Context: an optimization exercise on an open-source flow, tuned for small area, a short achievable clock period and few clock cycles per item. The choices shown serve that exercise and are no tape-out recipe.
Only simulation tests tie the RTL to the original design; equivalence was not proved.
Power is estimated from default activity; no workload was simulated.

$ cat flow/config.mk
export PLATFORM = sky130hd
export DESIGN_NAME = alu_unit
export DESIGN_NICKNAME = alu_unit
export VERILOG_FILES = /design/flow/design.v
export SDC_FILE = /design/flow/constraint.sdc
export NUM_CORES = 4
export LEC_CHECK = 0
export ABC_AREA = 1
export CAP_MARGIN = 10
export CORE_MARGIN = 2
export CORE_UTILIZATION = 50
export SLEW_MARGIN = 10
$ cat flow/constraint.sdc
create_clock -name core_clock -period 85.0 [get_ports {clk}]
set_input_delay 17.0000 -clock core_clock [delete_from_list [all_inputs] [get_ports {clk}]]
set_output_delay 17.0000 -clock core_clock [all_outputs]
set_load 0.01 [all_outputs]
$ cat flow/design.v
module ALU #(parameter W = 32) (
    input  [W-1:0] x,
    input  [W-1:0] y,
    input          ci,
    output [W-1:0] s,
    output         co
);
    wire [W:0] c;
    assign c[0] = ci;
    genvar j;
    generate for (j = 0; j < W; j = j + 1) begin : g
        assign s[j]   = x[j] ^ y[j] ^ c[j];
        assign c[j+1] = (x[j] & y[j]) | (c[j] & (x[j] ^ y[j]));
    end endgenerate
    assign co = c[W];
endmodule
module alu_unit (
    input             clk,
    input             rst,
    input             in_valid,
    output            in_ready,
    input      [3:0]  op,
    input      [31:0] a,
    input      [31:0] b,
    output            out_valid,
    output     [63:0] result
);
    localparam OP_AND = 4'd0, OP_OR = 4'd1, OP_ADD = 4'd2, OP_SUB = 4'd3,
               OP_NEG = 4'd4, OP_NOT = 4'd5, OP_SHL = 4'd6, OP_SHR = 4'd7,
               OP_ROL = 4'd8, OP_ROR = 4'd9, OP_MUL = 4'd10, OP_DIV = 4'd11;
    reg [31:0] ra, rb;
    reg [63:0] rr;
    reg [5:0]  cnt;
    reg        rdy, rdy_o, ov;
    reg        bprev, sgn_a, sgn_q;
    reg s_first, s_mul, s_dalign, s_diter, s_dfixr, s_dfixq;
    reg f_and, f_or, f_not, f_add, f_subneg, f_shl, f_shr, f_rot, f_rneg,
        f_mul, f_div;
    reg xs_acc, xs_rp, xs_a, xs_lo, xinv, xsgn_a, mm_mul, mm_p1, mm_m1,
        m_signed, m_first, xs_one;
    assign in_ready  = rdy_o;
    assign out_valid = ov;
    assign result    = rr;
    wire accept = in_valid & rdy;
    function [5:0] lzc32;
        input [31:0] x;
        reg [1:0] c2 [0:15]; reg z2 [0:15];
        reg [2:0] c4 [0:7];  reg z4 [0:7];
        reg [3:0] c8 [0:3];  reg z8 [0:3];
        reg [4:0] c16 [0:1]; reg z16 [0:1];
        integer i;
        begin
            for (i = 0; i < 16; i = i + 1) begin
                z2[i] = ~(x[2*i+1] | x[2*i]);
                c2[i] = {1'b0, ~x[2*i+1]};
            end
            for (i = 0; i < 8; i = i + 1) begin
                z4[i] = z2[2*i+1] & z2[2*i];
                c4[i] = z2[2*i+1] ? {1'b1, c2[2*i][0:0]} : {1'b0, c2[2*i+1][0:0]};
            end
            for (i = 0; i < 4; i = i + 1) begin
                z8[i] = z4[2*i+1] & z4[2*i];
                c8[i] = z4[2*i+1] ? {1'b1, c4[2*i][1:0]} : {1'b0, c4[2*i+1][1:0]};
            end
            for (i = 0; i < 2; i = i + 1) begin
                z16[i] = z8[2*i+1] & z8[2*i];
                c16[i] = z8[2*i+1] ? {1'b1, c8[2*i][2:0]} : {1'b0, c8[2*i+1][2:0]};
            end
            lzc32 = (z16[1] & z16[0]) ? 6'd32 :
                    z16[1] ? {2'b01, c16[0][3:0]} : {2'b00, c16[1][3:0]};
        end
    endfunction
    wire inv_a = s_first & ra[31];
    wire [5:0] clz_a = lzc32(ra ^ {32{inv_a}});
    wire [5:0] clz_b = lzc32(rb ^ {32{rb[31]}});
    wire [6:0] nq0 = {1'b0, clz_b} - {1'b0, clz_a} + {6'd0, inv_a} + 7'd1;
    wire       nq_le0 = nq0[6] | (nq0 == 7'd0);
    wire [5:0] nq = (!nq0[6] && nq0 > 7'd32) ? 6'd32 : nq0[5:0];
    wire       b_zero = (rb == 32'd0);
    wire       d_first = s_first & f_div;
    wire       d_quick = d_first & (b_zero | nq_le0);    
    wire       d_abs   = d_first & ~d_quick & ra[31];    
    wire       d_go    = d_first & ~d_quick & ~ra[31];   
    wire [31:0] rprime = {rr[62:32], rr[31]};
    wire [32:0] xop = (({33{xs_acc}} & {rr[63], rr[63:32]})
                     | ({33{xs_rp}}  & {1'b0, rprime})
                     | ({33{xs_a}}   & {ra[31] & xsgn_a, ra})
                     | ({33{xs_lo}}  & {1'b0, rr[31:0]})
                     | {32'd0, xs_one}) ^ {33{xinv}};
    wire        cin = xinv;
    wire [31:0] mult = m_first ? ra : rr[31:0];
    wire [8:0]  mb = mm_mul ? {mult[7:0], bprev & ~m_first} : {{8{mm_m1}}, mm_p1};
    wire [32:0] mext = {rb[31] & m_signed, rb};
    function [33:0] booth_row;
        input [2:0]  bits;    
        input [32:0] m;
        reg one, two;
        reg [33:0] mag;
        begin
            one = bits[1] ^ bits[0];
            two = (bits[2] & ~bits[1] & ~bits[0]) | (~bits[2] & bits[1] & bits[0]);
            mag = ({34{one}} & {m[32], m}) | ({34{two}} & {m, 1'b0});
            booth_row = mag ^ {34{bits[2]}};
        end
    endfunction
    wire [33:0] pp0 = booth_row(mb[2:0], mext);
    wire [33:0] pp1 = booth_row(mb[4:2], mext);
    wire [33:0] pp2 = booth_row(mb[6:4], mext);
    wire [33:0] pp3 = booth_row(mb[8:6], mext);
    wire [3:0]  pneg = {mb[8], mb[6], mb[4], mb[2]};
    wire [39:0] msum;
    wire t0_s = xop[4] ^ pp0[4];
    wire t0_c = xop[4] & pp0[4];
    wire t1_s = xop[5] ^ pp0[5];
    wire t1_c = xop[5] & pp0[5];
    wire t2_s = xop[6] ^ pp0[6] ^ pp1[4];
    wire t2_c = (xop[6] & pp0[6]) | (xop[6] & pp1[4]) | (pp0[6] & pp1[4]);
    wire t3_s = pp2[2] ^ pp3[0];
    wire t3_c = pp2[2] & pp3[0];
    wire t4_s = xop[7] ^ pp0[7] ^ pp1[5];
    wire t4_c = (xop[7] & pp0[7]) | (xop[7] & pp1[5]) | (pp0[7] & pp1[5]);
    wire t5_s = pp2[3] ^ pp3[1];
    wire t5_c = pp2[3] & pp3[1];
    wire t6_s = xop[8] ^ pp0[8] ^ pp1[6];
    wire t6_c = (xop[8] & pp0[8]) | (xop[8] & pp1[6]) | (pp0[8] & pp1[6]);
    wire t7_s = pp2[4] ^ pp3[2];
    wire t7_c = pp2[4] & pp3[2];
    wire t8_s = xop[9] ^ pp0[9] ^ pp1[7];
    wire t8_c = (xop[9] & pp0[9]) | (xop[9] & pp1[7]) | (pp0[9] & pp1[7]);
    wire t9_s = pp2[5] ^ pp3[3];
    wire t9_c = pp2[5] & pp3[3];
    wire t10_s = xop[10] ^ pp0[10] ^ pp1[8];
    wire t10_c = (xop[10] & pp0[10]) | (xop[10] & pp1[8]) | (pp0[10] & pp1[8]);
    wire t11_s = pp2[6] ^ pp3[4];
    wire t11_c = pp2[6] & pp3[4];
    wire t12_s = xop[11] ^ pp0[11] ^ pp1[9];
    wire t12_c = (xop[11] & pp0[11]) | (xop[11] & pp1[9]) | (pp0[11] & pp1[9]);
    wire t13_s = pp2[7] ^ pp3[5];
    wire t13_c = pp2[7] & pp3[5];
    wire t14_s = xop[12] ^ pp0[12] ^ pp1[10];
    wire t14_c = (xop[12] & pp0[12]) | (xop[12] & pp1[10]) | (pp0[12] & pp1[10]);
    wire t15_s = pp2[8] ^ pp3[6];
    wire t15_c = pp2[8] & pp3[6];
    wire t16_s = xop[13] ^ pp0[13] ^ pp1[11];
    wire t16_c = (xop[13] & pp0[13]) | (xop[13] & pp1[11]) | (pp0[13] & pp1[11]);
    wire t17_s = pp2[9] ^ pp3[7];
    wire t17_c = pp2[9] & pp3[7];
    wire t18_s = xop[14] ^ pp0[14] ^ pp1[12];
    wire t18_c = (xop[14] & pp0[14]) | (xop[14] & pp1[12]) | (pp0[14] & pp1[12]);
    wire t19_s = pp2[10] ^ pp3[8];
    wire t19_c = pp2[10] & pp3[8];
    wire t20_s = xop[15] ^ pp0[15] ^ pp1[13];
    wire t20_c = (xop[15] & pp0[15]) | (xop[15] & pp1[13]) | (pp0[15] & pp1[13]);
    wire t21_s = pp2[11] ^ pp3[9];
    wire t21_c = pp2[11] & pp3[9];
    wire t22_s = xop[16] ^ pp0[16] ^ pp1[14];
    wire t22_c = (xop[16] & pp0[16]) | (xop[16] & pp1[14]) | (pp0[16] & pp1[14]);
    wire t23_s = pp2[12] ^ pp3[10];
    wire t23_c = pp2[12] & pp3[10];
    wire t24_s = xop[17] ^ pp0[17] ^ pp1[15];
    wire t24_c = (xop[17] & pp0[17]) | (xop[17] & pp1[15]) | (pp0[17] & pp1[15]);
    wire t25_s = pp2[13] ^ pp3[11];
    wire t25_c = pp2[13] & pp3[11];
    wire t26_s = xop[18] ^ pp0[18] ^ pp1[16];
    wire t26_c = (xop[18] & pp0[18]) | (xop[18] & pp1[16]) | (pp0[18] & pp1[16]);
    wire t27_s = pp2[14] ^ pp3[12];
    wire t27_c = pp2[14] & pp3[12];
    wire t28_s = xop[19] ^ pp0[19] ^ pp1[17];
    wire t28_c = (xop[19] & pp0[19]) | (xop[19] & pp1[17]) | (pp0[19] & pp1[17]);
    wire t29_s = pp2[15] ^ pp3[13];
    wire t29_c = pp2[15] & pp3[13];
    wire t30_s = xop[20] ^ pp0[20] ^ pp1[18];
    wire t30_c = (xop[20] & pp0[20]) | (xop[20] & pp1[18]) | (pp0[20] & pp1[18]);
    wire t31_s = pp2[16] ^ pp3[14];
    wire t31_c = pp2[16] & pp3[14];
    wire t32_s = xop[21] ^ pp0[21] ^ pp1[19];
    wire t32_c = (xop[21] & pp0[21]) | (xop[21] & pp1[19]) | (pp0[21] & pp1[19]);
    wire t33_s = pp2[17] ^ pp3[15];
    wire t33_c = pp2[17] & pp3[15];
    wire t34_s = xop[22] ^ pp0[22] ^ pp1[20];
    wire t34_c = (xop[22] & pp0[22]) | (xop[22] & pp1[20]) | (pp0[22] & pp1[20]);
    wire t35_s = pp2[18] ^ pp3[16];
    wire t35_c = pp2[18] & pp3[16];
    wire t36_s = xop[23] ^ pp0[23] ^ pp1[21];
    wire t36_c = (xop[23] & pp0[23]) | (xop[23] & pp1[21]) | (pp0[23] & pp1[21]);
    wire t37_s = pp2[19] ^ pp3[17];
    wire t37_c = pp2[19] & pp3[17];
    wire t38_s = xop[24] ^ pp0[24] ^ pp1[22];
    wire t38_c = (xop[24] & pp0[24]) | (xop[24] & pp1[22]) | (pp0[24] & pp1[22]);
    wire t39_s = pp2[20] ^ pp3[18];
    wire t39_c = pp2[20] & pp3[18];
    wire t40_s = xop[25] ^ pp0[25] ^ pp1[23];
    wire t40_c = (xop[25] & pp0[25]) | (xop[25] & pp1[23]) | (pp0[25] & pp1[23]);
    wire t41_s = pp2[21] ^ pp3[19];
    wire t41_c = pp2[21] & pp3[19];
    wire t42_s = xop[26] ^ pp0[26] ^ pp1[24];
    wire t42_c = (xop[26] & pp0[26]) | (xop[26] & pp1[24]) | (pp0[26] & pp1[24]);
    wire t43_s = pp2[22] ^ pp3[20];
    wire t43_c = pp2[22] & pp3[20];
    wire t44_s = xop[27] ^ pp0[27] ^ pp1[25];
    wire t44_c = (xop[27] & pp0[27]) | (xop[27] & pp1[25]) | (pp0[27] & pp1[25]);
    wire t45_s = pp2[23] ^ pp3[21];
    wire t45_c = pp2[23] & pp3[21];
    wire t46_s = xop[28] ^ pp0[28] ^ pp1[26];
    wire t46_c = (xop[28] & pp0[28]) | (xop[28] & pp1[26]) | (pp0[28] & pp1[26]);
    wire t47_s = pp2[24] ^ pp3[22];
    wire t47_c = pp2[24] & pp3[22];
    wire t48_s = xop[29] ^ pp0[29] ^ pp1[27];
    wire t48_c = (xop[29] & pp0[29]) | (xop[29] & pp1[27]) | (pp0[29] & pp1[27]);
    wire t49_s = pp2[25] ^ pp3[23];
    wire t49_c = pp2[25] & pp3[23];
    wire t50_s = xop[30] ^ pp0[30] ^ pp1[28];
    wire t50_c = (xop[30] & pp0[30]) | (xop[30] & pp1[28]) | (pp0[30] & pp1[28]);
    wire t51_s = pp2[26] ^ pp3[24];
    wire t51_c = pp2[26] & pp3[24];
    wire t52_s = xop[31] ^ pp0[31] ^ pp1[29];
    wire t52_c = (xop[31] & pp0[31]) | (xop[31] & pp1[29]) | (pp0[31] & pp1[29]);
    wire t53_s = pp2[27] ^ pp3[25];
    wire t53_c = pp2[27] & pp3[25];
    wire t54_s = ~xop[32] ^ pp0[32] ^ pp1[30];
    wire t54_c = (~xop[32] & pp0[32]) | (~xop[32] & pp1[30]) | (pp0[32] & pp1[30]);
    wire t55_s = pp2[28] ^ pp3[26] ^ 1'b1;
    wire t55_c = (pp2[28] & pp3[26]) | (pp2[28] & 1'b1) | (pp3[26] & 1'b1);
    wire t56_s = ~pp0[33] ^ pp1[31] ^ pp2[29];
    wire t56_c = (~pp0[33] & pp1[31]) | (~pp0[33] & pp2[29]) | (pp1[31] & pp2[29]);
    wire t57_s = pp1[32] ^ pp2[30];
    wire t57_c = pp1[32] & pp2[30];
    wire t58_s = xop[0] ^ pp0[0];
    wire t58_c = xop[0] & pp0[0];
    wire t59_s = xop[2] ^ pp0[2];
    wire t59_c = xop[2] & pp0[2];
    wire t60_s = xop[3] ^ pp0[3];
    wire t60_c = xop[3] & pp0[3];
    wire t61_s = pp1[2] ^ pp2[0] ^ pneg[2];
    wire t61_c = (pp1[2] & pp2[0]) | (pp1[2] & pneg[2]) | (pp2[0] & pneg[2]);
    wire t62_s = pp1[3] ^ pp2[1] ^ t1_s;
    wire t62_c = (pp1[3] & pp2[1]) | (pp1[3] & t1_s) | (pp2[1] & t1_s);
    wire t63_s = pneg[3] ^ t2_s ^ t3_s;
    wire t63_c = (pneg[3] & t2_s) | (pneg[3] & t3_s) | (t2_s & t3_s);
    wire t64_s = t4_s ^ t5_s ^ t2_c;
    wire t64_c = (t4_s & t5_s) | (t4_s & t2_c) | (t5_s & t2_c);
    wire t65_s = t6_s ^ t7_s ^ t4_c;
    wire t65_c = (t6_s & t7_s) | (t6_s & t4_c) | (t7_s & t4_c);
    wire t66_s = t8_s ^ t9_s ^ t6_c;
    wire t66_c = (t8_s & t9_s) | (t8_s & t6_c) | (t9_s & t6_c);
    wire t67_s = t10_s ^ t11_s ^ t8_c;
    wire t67_c = (t10_s & t11_s) | (t10_s & t8_c) | (t11_s & t8_c);
    wire t68_s = t12_s ^ t13_s ^ t10_c;
    wire t68_c = (t12_s & t13_s) | (t12_s & t10_c) | (t13_s & t10_c);
    wire t69_s = t14_s ^ t15_s ^ t12_c;
    wire t69_c = (t14_s & t15_s) | (t14_s & t12_c) | (t15_s & t12_c);
    wire t70_s = t16_s ^ t17_s ^ t14_c;
    wire t70_c = (t16_s & t17_s) | (t16_s & t14_c) | (t17_s & t14_c);
    wire t71_s = t18_s ^ t19_s ^ t16_c;
    wire t71_c = (t18_s & t19_s) | (t18_s & t16_c) | (t19_s & t16_c);
    wire t72_s = t20_s ^ t21_s ^ t18_c;
    wire t72_c = (t20_s & t21_s) | (t20_s & t18_c) | (t21_s & t18_c);
    wire t73_s = t22_s ^ t23_s ^ t20_c;
    wire t73_c = (t22_s & t23_s) | (t22_s & t20_c) | (t23_s & t20_c);
    wire t74_s = t24_s ^ t25_s ^ t22_c;
    wire t74_c = (t24_s & t25_s) | (t24_s & t22_c) | (t25_s & t22_c);
    wire t75_s = t26_s ^ t27_s ^ t24_c;
    wire t75_c = (t26_s & t27_s) | (t26_s & t24_c) | (t27_s & t24_c);
    wire t76_s = t28_s ^ t29_s ^ t26_c;
    wire t76_c = (t28_s & t29_s) | (t28_s & t26_c) | (t29_s & t26_c);
    wire t77_s = t30_s ^ t31_s ^ t28_c;
    wire t77_c = (t30_s & t31_s) | (t30_s & t28_c) | (t31_s & t28_c);
    wire t78_s = t32_s ^ t33_s ^ t30_c;
    wire t78_c = (t32_s & t33_s) | (t32_s & t30_c) | (t33_s & t30_c);
    wire t79_s = t34_s ^ t35_s ^ t32_c;
    wire t79_c = (t34_s & t35_s) | (t34_s & t32_c) | (t35_s & t32_c);
    wire t80_s = t36_s ^ t37_s ^ t34_c;
    wire t80_c = (t36_s & t37_s) | (t36_s & t34_c) | (t37_s & t34_c);
    wire t81_s = t38_s ^ t39_s ^ t36_c;
    wire t81_c = (t38_s & t39_s) | (t38_s & t36_c) | (t39_s & t36_c);
    wire t82_s = t40_s ^ t41_s ^ t38_c;
    wire t82_c = (t40_s & t41_s) | (t40_s & t38_c) | (t41_s & t38_c);
    wire t83_s = t42_s ^ t43_s ^ t40_c;
    wire t83_c = (t42_s & t43_s) | (t42_s & t40_c) | (t43_s & t40_c);
    wire t84_s = t44_s ^ t45_s ^ t42_c;
    wire t84_c = (t44_s & t45_s) | (t44_s & t42_c) | (t45_s & t42_c);
    wire t85_s = t46_s ^ t47_s ^ t44_c;
    wire t85_c = (t46_s & t47_s) | (t46_s & t44_c) | (t47_s & t44_c);
    wire t86_s = t48_s ^ t49_s ^ t46_c;
    wire t86_c = (t48_s & t49_s) | (t48_s & t46_c) | (t49_s & t46_c);
    wire t87_s = t50_s ^ t51_s ^ t48_c;
    wire t87_c = (t50_s & t51_s) | (t50_s & t48_c) | (t51_s & t48_c);
    wire t88_s = t52_s ^ t53_s ^ t50_c;
    wire t88_c = (t52_s & t53_s) | (t52_s & t50_c) | (t53_s & t50_c);
    wire t89_s = t54_s ^ t55_s ^ t52_c;
    wire t89_c = (t54_s & t55_s) | (t54_s & t52_c) | (t55_s & t52_c);
    wire t90_s = pp3[27] ^ t56_s ^ t54_c;
    wire t90_c = (pp3[27] & t56_s) | (pp3[27] & t54_c) | (t56_s & t54_c);
    wire t91_s = pp3[28] ^ 1'b1 ^ t57_s;
    wire t91_c = (pp3[28] & 1'b1) | (pp3[28] & t57_s) | (1'b1 & t57_s);
    wire t92_s = ~pp1[33] ^ pp2[31] ^ pp3[29];
    wire t92_c = (~pp1[33] & pp2[31]) | (~pp1[33] & pp3[29]) | (pp2[31] & pp3[29]);
    wire t93_s = pp2[32] ^ pp3[30];
    wire t93_c = pp2[32] & pp3[30];
    wire t94_s = pneg[0] ^ cin;
    wire t94_c = pneg[0] & cin;
    wire t95_s = xop[1] ^ pp0[1] ^ t58_c;
    wire t95_c = (xop[1] & pp0[1]) | (xop[1] & t58_c) | (pp0[1] & t58_c);
    wire t96_s = pp1[0] ^ pneg[1] ^ t59_s;
    wire t96_c = (pp1[0] & pneg[1]) | (pp1[0] & t59_s) | (pneg[1] & t59_s);
    wire t97_s = pp1[1] ^ t60_s ^ t59_c;
    wire t97_c = (pp1[1] & t60_s) | (pp1[1] & t59_c) | (t60_s & t59_c);
    wire t98_s = t0_s ^ t61_s ^ t60_c;
    wire t98_c = (t0_s & t61_s) | (t0_s & t60_c) | (t61_s & t60_c);
    wire t99_s = t0_c ^ t62_s ^ t61_c;
    wire t99_c = (t0_c & t62_s) | (t0_c & t61_c) | (t62_s & t61_c);
    wire t100_s = t1_c ^ t63_s ^ t62_c;
    wire t100_c = (t1_c & t63_s) | (t1_c & t62_c) | (t63_s & t62_c);
    wire t101_s = t3_c ^ t64_s ^ t63_c;
    wire t101_c = (t3_c & t64_s) | (t3_c & t63_c) | (t64_s & t63_c);
    wire t102_s = t5_c ^ t65_s ^ t64_c;
    wire t102_c = (t5_c & t65_s) | (t5_c & t64_c) | (t65_s & t64_c);
    wire t103_s = t7_c ^ t66_s ^ t65_c;
    wire t103_c = (t7_c & t66_s) | (t7_c & t65_c) | (t66_s & t65_c);
    wire t104_s = t9_c ^ t67_s ^ t66_c;
    wire t104_c = (t9_c & t67_s) | (t9_c & t66_c) | (t67_s & t66_c);
    wire t105_s = t11_c ^ t68_s ^ t67_c;
    wire t105_c = (t11_c & t68_s) | (t11_c & t67_c) | (t68_s & t67_c);
    wire t106_s = t13_c ^ t69_s ^ t68_c;
    wire t106_c = (t13_c & t69_s) | (t13_c & t68_c) | (t69_s & t68_c);
    wire t107_s = t15_c ^ t70_s ^ t69_c;
    wire t107_c = (t15_c & t70_s) | (t15_c & t69_c) | (t70_s & t69_c);
    wire t108_s = t17_c ^ t71_s ^ t70_c;
    wire t108_c = (t17_c & t71_s) | (t17_c & t70_c) | (t71_s & t70_c);
    wire t109_s = t19_c ^ t72_s ^ t71_c;
    wire t109_c = (t19_c & t72_s) | (t19_c & t71_c) | (t72_s & t71_c);
    wire t110_s = t21_c ^ t73_s ^ t72_c;
    wire t110_c = (t21_c & t73_s) | (t21_c & t72_c) | (t73_s & t72_c);
    wire t111_s = t23_c ^ t74_s ^ t73_c;
    wire t111_c = (t23_c & t74_s) | (t23_c & t73_c) | (t74_s & t73_c);
    wire t112_s = t25_c ^ t75_s ^ t74_c;
    wire t112_c = (t25_c & t75_s) | (t25_c & t74_c) | (t75_s & t74_c);
    wire t113_s = t27_c ^ t76_s ^ t75_c;
    wire t113_c = (t27_c & t76_s) | (t27_c & t75_c) | (t76_s & t75_c);
    wire t114_s = t29_c ^ t77_s ^ t76_c;
    wire t114_c = (t29_c & t77_s) | (t29_c & t76_c) | (t77_s & t76_c);
    wire t115_s = t31_c ^ t78_s ^ t77_c;
    wire t115_c = (t31_c & t78_s) | (t31_c & t77_c) | (t78_s & t77_c);
    wire t116_s = t33_c ^ t79_s ^ t78_c;
    wire t116_c = (t33_c & t79_s) | (t33_c & t78_c) | (t79_s & t78_c);
    wire t117_s = t35_c ^ t80_s ^ t79_c;
    wire t117_c = (t35_c & t80_s) | (t35_c & t79_c) | (t80_s & t79_c);
    wire t118_s = t37_c ^ t81_s ^ t80_c;
    wire t118_c = (t37_c & t81_s) | (t37_c & t80_c) | (t81_s & t80_c);
    wire t119_s = t39_c ^ t82_s ^ t81_c;
    wire t119_c = (t39_c & t82_s) | (t39_c & t81_c) | (t82_s & t81_c);
    wire t120_s = t41_c ^ t83_s ^ t82_c;
    wire t120_c = (t41_c & t83_s) | (t41_c & t82_c) | (t83_s & t82_c);
    wire t121_s = t43_c ^ t84_s ^ t83_c;
    wire t121_c = (t43_c & t84_s) | (t43_c & t83_c) | (t84_s & t83_c);
    wire t122_s = t45_c ^ t85_s ^ t84_c;
    wire t122_c = (t45_c & t85_s) | (t45_c & t84_c) | (t85_s & t84_c);
    wire t123_s = t47_c ^ t86_s ^ t85_c;
    wire t123_c = (t47_c & t86_s) | (t47_c & t85_c) | (t86_s & t85_c);
    wire t124_s = t49_c ^ t87_s ^ t86_c;
    wire t124_c = (t49_c & t87_s) | (t49_c & t86_c) | (t87_s & t86_c);
    wire t125_s = t51_c ^ t88_s ^ t87_c;
    wire t125_c = (t51_c & t88_s) | (t51_c & t87_c) | (t88_s & t87_c);
    wire t126_s = t53_c ^ t89_s ^ t88_c;
    wire t126_c = (t53_c & t89_s) | (t53_c & t88_c) | (t89_s & t88_c);
    wire t127_s = t55_c ^ t90_s ^ t89_c;
    wire t127_c = (t55_c & t90_s) | (t55_c & t89_c) | (t90_s & t89_c);
    wire t128_s = t56_c ^ t91_s ^ t90_c;
    wire t128_c = (t56_c & t91_s) | (t56_c & t90_c) | (t91_s & t90_c);
    wire t129_s = t57_c ^ t92_s ^ t91_c;
    wire t129_c = (t57_c & t92_s) | (t57_c & t91_c) | (t92_s & t91_c);
    wire t130_s = 1'b1 ^ t93_s ^ t92_c;
    wire t130_c = (1'b1 & t93_s) | (1'b1 & t92_c) | (t93_s & t92_c);
    wire t131_s = ~pp2[33] ^ pp3[31] ^ t93_c;
    wire t131_c = (~pp2[33] & pp3[31]) | (~pp2[33] & t93_c) | (pp3[31] & t93_c);
    wire t132_s = pp3[32] ^ 1'b1;
    wire t132_c = pp3[32] & 1'b1;
    wire [39:0] csa_a = {~pp3[33], t132_s, t131_s, t130_s, t129_s, t128_s, t127_s, t126_s, t125_s, t124_s, t123_s, t122_s, t121_s, t120_s, t119_s, t118_s, t117_s, t116_s, t115_s, t114_s, t113_s, t112_s, t111_s, t110_s, t109_s, t108_s, t107_s, t106_s, t105_s, t104_s, t103_s, t102_s, t101_s, t100_s, t99_s, t98_s, t97_s, t96_s, t95_s, t58_s};
    wire [39:0] csa_b = {t132_c, t131_c, t130_c, t129_c, t128_c, t127_c, t126_c, t125_c, t124_c, t123_c, t122_c, t121_c, t120_c, t119_c, t118_c, t117_c, t116_c, t115_c, t114_c, t113_c, t112_c, t111_c, t110_c, t109_c, t108_c, t107_c, t106_c, t105_c, t104_c, t103_c, t102_c, t101_c, t100_c, t99_c, t98_c, t97_c, t96_c, t95_c, t94_c, t94_s};
    wire [24:0] rc;
    assign rc[0] = 1'b0;
    genvar gj;
    generate for (gj = 0; gj < 24; gj = gj + 1) begin : g_cpa
        assign msum[gj] = csa_a[gj] ^ csa_b[gj] ^ rc[gj];
        assign rc[gj+1] = (csa_a[gj] & csa_b[gj]) | (rc[gj] & (csa_a[gj] ^ csa_b[gj]));
    end endgenerate
    wire [40-24:0] hsum = {csa_a[39:24], 1'b1} + {csa_b[39:24], rc[24]};
    assign msum[39:24] = hsum[40-24:1];
    wire       sh_div = f_div | s_dalign;
    wire       kneg = sh_div | f_rneg;
    wire [5:0] amt6 = sh_div ? nq : {1'b0, rb[4:0]};
    wire [5:0] k    = f_shl ? rb[5:0] : kneg ? (6'd32 - amt6) : amt6;
    wire [63:0] s0 = {32'd0, ra};
    wire [63:0] s1 = k[0] ? {s0[62:0], 1'b0}  : s0;
    wire [63:0] s2 = k[1] ? {s1[61:0], 2'b0}  : s1;
    wire [63:0] s3 = k[2] ? {s2[59:0], 4'b0}  : s2;
    wire [63:0] s4 = k[3] ? {s3[55:0], 8'b0}  : s3;
    wire [63:0] s5 = k[4] ? {s4[47:0], 16'b0} : s4;
    wire [31:0] s5l = s5[31:0], s5h = s5[63:32];
    wire shl_ok = (rb[31:6] == 26'd0);
    wire shr_ok = (rb[31:5] == 27'd0);
    wire both = (f_shl & shl_ok) | sh_div;
    wire shr  = f_shr & shr_ok;
    wire g1 = (both & ~k[5]) | f_rot | (shr & k[5]);
    wire g2 = f_rot | (shr & ~k[5]);
    wire g3 = both & k[5];
    wire g4 = both & ~k[5];
    wire [31:0] sh_lo = ({32{g1}} & s5l) | ({32{g2}} & s5h);
    wire [31:0] sh_hi = ({32{g3}} & s5l) | ({32{g4}} & s5h);
    wire qbit = ~msum[32];
    wire t_shift = f_shl | f_shr | f_rot | d_go | (s_dalign & ~nq_le0);
    wire t_mul   = f_mul | s_mul;
    wire t_ra    = d_quick | (s_dalign & nq_le0);    
    wire l_sum  = f_add | f_subneg | f_not | s_dfixq;
    wire h_msum = s_dfixr | (s_diter & qbit);
    wire h_rp   = s_diter & ~qbit;
    wire [31:0] rr_lo_n =
          ({32{f_and}}   & (ra & rb))
        | ({32{f_or}}    & (ra | rb))
        | ({32{l_sum}}   & msum[31:0])
        | ({32{t_shift}} & sh_lo)
        | ({32{t_mul}}   & {msum[7:0], mult[31:8]})
        | ({32{t_ra & b_zero & f_div}})
        | ({32{s_diter}} & {rr[30:0], qbit})
        | ({32{s_dfixr}} & rr[31:0]);
    wire [31:0] rr_hi_n =
          ({32{f_add}}    & {31'd0, msum[32]})
        | ({32{f_subneg}} & {32{msum[32]}})
        | ({32{t_shift}}  & sh_hi)
        | ({32{t_mul}}    & msum[39:8])
        | ({32{t_ra}}     & ra)
        | ({32{h_msum}}   & msum[31:0])
        | ({32{h_rp}}     & rprime)
        | ({32{s_dfixq}}  & rr[63:32]);
    wire [63:0] rr_n = {rr_hi_n, rr_lo_n};
    wire last_mul  = (cnt == 6'd1);
    wire first_end = s_first & ~f_mul & ~(f_div & ~d_quick);
    wire fin = first_end | (s_mul & last_mul)
             | (s_diter & last_mul & ~sgn_a & ~sgn_q)
             | (s_dfixr & ~sgn_q) | s_dfixq;
    wire sa_n = d_first ? ra[31] : sgn_a;
    wire sq_n = d_first ? (ra[31] ^ rb[31]) : sgn_q;
    wire n_mul    = (s_first & f_mul) | (s_mul & ~last_mul);
    wire n_dalign = d_abs;
    wire n_diter  = d_go | (s_dalign & ~nq_le0) | (s_diter & ~last_mul);
    wire n_dfixr  = (s_dalign & nq_le0) | (s_diter & last_mul & sgn_a);
    wire n_dfixq  = (s_diter & last_mul & ~sgn_a & sgn_q) | (s_dfixr & sgn_q);
    wire [5:0] cnt_n = (f_mul) ? 6'd3 :
                       (d_go | s_dalign) ? nq : cnt - 6'd1;
    wire busy_n = (n_mul & (cnt_n != 6'd1)) | n_dalign
                | (n_diter & ~((cnt_n == 6'd1) & ~sa_n & ~sq_n))
                | (n_dfixr & sq_n);
    wire busy_o_n = (n_mul & cnt_n[1]) | n_dalign
                  | (n_diter & ~((cnt_n == 6'd1) & ~sa_n & ~sq_n))
                  | (n_dfixr & sq_n);
    wire op_multi = (op == OP_MUL) || (op == OP_DIV);
    wire rb_ld = ~(n_mul | n_dalign | n_diter);
    always @(posedge clk) begin
        if (rst) begin
            rdy <= 1'b1; rdy_o <= 1'b1; ov <= 1'b0;
            s_first <= 1'b0; s_mul <= 1'b0; s_dalign <= 1'b0;
            s_diter <= 1'b0; s_dfixr <= 1'b0; s_dfixq <= 1'b0;
        end else begin
            rdy <= accept ? ~op_multi : ~busy_n;
            rdy_o <= accept ? ~op_multi : ~busy_o_n;
            ov  <= fin;
            s_first  <= accept;
            s_mul    <= n_mul;
            s_dalign <= n_dalign;
            s_diter  <= n_diter;
            s_dfixr  <= n_dfixr;
            s_dfixq  <= n_dfixq;
        end
        f_and    <= accept & (op == OP_AND);
        f_or     <= accept & (op == OP_OR);
        f_not    <= accept & (op == OP_NOT);
        f_add    <= accept & (op == OP_ADD);
        f_subneg <= accept & ((op == OP_SUB) | (op == OP_NEG));
        f_shl    <= accept & (op == OP_SHL);
        f_shr    <= accept & (op == OP_SHR);
        f_rot    <= accept & ((op == OP_ROL) | (op == OP_ROR));
        f_rneg   <= accept & ((op == OP_ROR) | (op == OP_SHR));
        f_mul    <= accept & (op == OP_MUL);
        f_div    <= accept & (op == OP_DIV);
        xs_acc   <= n_mul | n_dfixr;
        xs_rp    <= n_diter;
        xs_a     <= accept & ((op == OP_ADD) | (op == OP_SUB) | (op == OP_DIV));
        xs_lo    <= n_dfixq;
        xinv     <= (accept & ((op == OP_DIV) | (op == OP_NOT))) | n_dfixr | n_dfixq;
        xs_one   <= accept & (op == OP_NOT);
        xsgn_a   <= accept & (op == OP_DIV);
        mm_mul   <= (accept & (op == OP_MUL)) | n_mul;
        mm_p1    <= (accept & (op == OP_ADD)) | (n_diter & rb[31]);
        mm_m1    <= (accept & ((op == OP_SUB) | (op == OP_NEG) | (op == OP_NOT))) | (n_diter & ~rb[31]);
        m_signed <= (accept & ((op == OP_MUL) | (op == OP_DIV))) | n_mul | n_diter;
        m_first  <= accept & (op == OP_MUL);
        ra <= d_abs ? msum[31:0] : a;
        if (rb_ld) rb <= b;
        rr    <= rr_n;
        cnt   <= cnt_n;
        bprev <= mult[7];
        sgn_a <= sa_n;
        sgn_q <= sq_n;
    end
endmodule
$ cat flow/flow/run.sh
#!/bin/bash
# The standard layout (standard synthesis and ORFS steps unchanged) with
# two differences: the port buffers are buf_1 cells instead of the default
# delay buffer, and after the floorplan the flip-flops that drive the result
# port get the next drive strength of the same cell (dfxtp_1 -> dfxtp_2).
set -euo pipefail
export BUFFER_PORTS_ARGS="-buffer_cell sky130_fd_sc_hd__buf_1"
RES=orfs/results/${FLOW_PLATFORM}/alu_unit/base
bash standard.sh synth > synth.log 2>&1
bash standard.sh floorplan > floorplan.log 2>&1
cat > upsize.tcl <<EOS
read_liberty $FLOW_HOME/platforms/$FLOW_PLATFORM/lib/sky130_fd_sc_hd__tt_025C_1v80.lib
read_db $RES/2_floorplan.odb
set n 0
foreach inst [get_cells rr*] {
  set m [get_property \$inst ref_name]
  if {\$m eq "sky130_fd_sc_hd__dfxtp_1"} {
    replace_cell \$inst sky130_fd_sc_hd__dfxtp_2
    incr n
  }
}
puts "upsized \$n result flip-flops"
write_db $RES/2_floorplan.odb
EOS
openroad -no_init -exit upsize.tcl > upsize.log 2>&1
bash standard.sh place > place.log 2>&1
bash standard.sh cts > cts.log 2>&1
bash standard.sh route > route.log 2>&1
bash standard.sh finish > finish.log 2>&1
$ cat flow/standard.sh
#!/bin/bash
# synth_recipe.tcl (not shown) runs the flow's synth.tcl, then flattens the netlist and writes it again
# the make line also repeats each setting of config.mk as NAME=value (left out here)
make -C /OpenROAD-flow-scripts/flow DESIGN_CONFIG=/design/flow/config.mk WORK_HOME=/design/flow/orfs CLKGATE_MAP_FILE= SYNTH_SCRIPT=/design/flow/synth_recipe.tcl "${@:-finish}"
==> results.txt <==
[per-stage QoR]
| step | cell area (µm²) | setup WS (ns) | util [%] | total power [W] |
|---|---|---|---|---|
| final | 21500 | 66.84 | 54.3 | 0.000466 |
| after CTS | 21500 | 66.84 | 54.3 | 0.000448 |
| after floorplan | 20000 | 67.34 | - | 0.000261 |
| after detailed placement | 20900 | 67.10 | 52.7 | 0.000365 |
| after global placement | 20900 | 67.09 | 52.7 | 0.000359 |
| after global routing | 21500 | 66.83 | 54.3 | 0.000483 |
[cells in the final DEF, fill, tap and decap left out, types with 32 or more instances in the layout]
cell type  netlist  routed
nand2_1        552     552
inv_1          305     304
nand3_1        356     356
a21oi_1        166     166
buf_4           12      57
xor2_1         194     194
dfxtp_2          0      66
buf_1           11     136
a221oi_1        45      45
o22ai_1        174     174
o21ai_0        130     130
ha_1            69      69
fa_1           119     119
edfxtp_1        32      32
nor2_1         193     188
dfxtp_1        134      68
[how the worst min path moves through the flow]
stage | start | end | slack, ns
finish | sgn_q | s_dfixq | 0.51
global route | sgn_q | s_dfixq | 0.52
CTS | sgn_q | s_dfixq | 0.51
detailed placement | sgn_q | s_dfixq | 0.51
global placement | rdy | s_first | 0.51
floorplan | rdy | s_first | 0.44
[routing by layer]
metal	up-vias	share of wire [%]	GRT usage, %
li1	10000	-	-
met1	11100	36	62.0
met2	2054	40	73.2
met3	552	13	17.5
met4	6	9.8	39.0
met5	-	0.11	1.67
[cells by family after synthesis]
logic type | share of synthesized area, %
flops | 18.3
mux | 0.0502
fa+ha+maj | 16.3
xor+xnor | 8.69
simple gates | 26.2
buf+inv | 10.5
compound gates | 20.0
[power by group through the flow]
stage	Combinational (W)	Sequential (W)	Clock [W]
2_1_floorplan	0.000160	0.000101	0
3_3_place_gp	0.000253	0.000106	0
3_5_place_dp	0.000258	0.000107	0
4_1_cts	0.000260	0.000105	0.0000830
5_1_grt	0.000291	0.000106	0.0000857
6_report	0.000277	0.000106	0.0000830
[flip-flops by register name, summed over array words and instances (netlist names), 6 cells and up]
signal,cells
rb,32
rr,64
ra,32
cnt,6
[area by class of cell]
cell class                      instances  area [µm²]  area share [%]
Clock inverter                         15         179           0.833
Tap cell                              525         657            3.06
Sequential cell                       166        3730            17.4
Timing Repair Buffer                  194         943            4.39
Antenna cell                            2        5.00          0.0233
Multi-Input combinational cell       2236       14300            66.4
Inverter                              339        1270            5.93
Clock buffer                           17         425            1.98
==> results.py <==
metrics = {
    "setup_path": {
        "slowest_stage": "dfxtp_2",
        "crit_path_end": "result[31]",
        "arrival_ns": 1.16,
        "start_kind": "register",
        "cp.required_ns": 68.00,
        "r2r_cells": 51,
        "cp-startpoint": "rr[31]",
        "crit_fanout": 6,
        "rr_startpoint": "f_mul",
        "crit_chain": "buf_1",
        "reg2reg_to": "rr[48]",
        "crit_buf_inv": 1,
        "critPathCaptureType": "primary output",
        "worst-path-stages": 1,
        "crit_type": "register to primary output",
        "cp_slowest_stage_delay_ns": 0.43,
        "critPathTopFamily": "flip-flops",
        "r2r_slack_ns": 67.56,
    },
    "pwr": {
        "clkPwrFrac_pct": 17.8,
        "power.switching_w": 0.000254,
        "p_leak_nw": 9.42,
        "peakVddDrop_uv": 19.2,
        "p_seq_share_pct": 22.8,
        "p_sw_share_pct": 54.5,
        "internal-power_w": 0.000212,
        "power_density_nw_per_um2": 21.7,
        "combPwrFrac_pct": 59.4,
    },
    "clock_tree": {
        "cts_max_level": 4,
        "cts_tree": "yes",
        "clk_pin_slew_ns": 0.09,
        "ctsResizeCount": 0,
        "cts_buffer_depth": 2,
        "cts_inserted_buffers": 17,
        "holdBufCountCts": 0,
        "cts-root-buf": "clkbuf_16",
        "post_cts_buffers": 0,
        "cts.sinks": 166,
        "clkLatencyLatePin_ns": 0.51,
    },
    "routing": {
        "via_per_inst": 6.80,
        "drtIter0Drc": 3990,
        "vias": 23800,
        "ant_nets": 0,
        "wl_um": 106000,
        "drt_first_pass_iters": 19,
        "drc": 0,
        "avgRoutedWirePerCell_um": 30.5,
    },
    "worst_hold_path": {
        "min_path_cells": 2,
        "hp-class": "register to register",
    },
    "synthesis": {
        "ys.flop_type": "dfxtp_1",
        "yosysTopAreaCellShare_pct": 13.4,
        "yosysWarnings": 17,
        "synth_nets": 3179,
        "netlist_area_um2": 20000,
        "avgSynthCellArea_um2": 6.83,
        "ys_types": 61,
        "async_flop_share_pct": 0,
        "ys_ff_latch": 166,
        "yosysSeqAreaShare_pct": 18.3,
        "yosys-top-cells-area": "dfxtp_1, fa_1, nand2_1",
        "synth.most_common_cell": "nand2_1",
        "synthTopCellsByCount": "nand2_1, nand3_1, inv_1, xor2_1, nor2_1",
        "synth_edf_count": 32,
        "synth_largest_area_cell": "dfxtp_1",
        "synthCells": 2920,
    },
    "timing": {
        "rsz0062_at_grt": "no",
        "hold_ws_ns": 0.514,
        "fin_crit_sh_pct": 21.4,
        "min_period_ns": 18.16,
        "worst_clock_skew_ns": 0.0201,
        "fmax_mhz": 55.1,
        "fin_tns_setup_ns": 0,
        "slew_viol_final": 0,
        "setup_viol": 0,
        "relSlewSlack_pct": 17.5,
        "worstMarginPinSlew_ns": 1.21,
        "final_hold_viol_count": 0,
    },
    "placed_design": {
        "place_inst": 3459,
        "port_buffers": 136,
        "dp_hpwl_um": 79400,
        "place_congestion": 1.12,
    },
    "finish": {
        "syn_to_final_growth_pct": 7.60,
        "drive_above_1_share_pct": 7.41,
        "final_nets": 3213,
        "fillers": 3959,
        "final_cells": 3494,
    },
    "floorplanning": {
        "start_util_pct": 50.4,
        "core_area_um2": 39500,
        "rows": 73,
        "die_w_um": 204,
        "dieArea_um2": 41500,
        "fp.dieH_um": 204,
        "pin_count": 137,
    },
    "outcome": {
        "status": "no timing/DRC/antenna violations",
    },
    "global_routing": {
        "antenna_found_initial": 7,
        "grt_pass1_vias": 22100,
        "grt-ovfl-total": 0,
        "grt_use_total_pct": 50.8,
        "grt_pass1_wl_um": 151000,
        "grt_max_degree": 61,
    },
    "run": {
        "drv_cap": 0,
    },
}
Testbench counts, summed over its fixed seeds: cycles 40,837, items 24,000.

## port drivers added, routing unchanged
The flow's constraints put no driver on any port. The routed layout listed below was extracted and timed again, unchanged, in two steps. Step 1: set_driving_cell puts a clkbuf_16 on clk and a buf_2 on each other input, an assumption about the parent block. Step 2 times the ports against the registers' clock, not the clock port: input delays grow and output delays shrink by t, the midpoint of the rising clock arrivals with the driver on. a / b / c = ideal ports / drivers / drivers and shift; a / b = the first two.
t (ns): 0.560
slack for setup (ns): 66.836 / 66.779 / 67.037
worst setup path at the end: input to register
After both steps this run still meets setup and hold. The setup slack of this run moves by -0.057 ns with the drivers and by +0.201 ns with both steps.
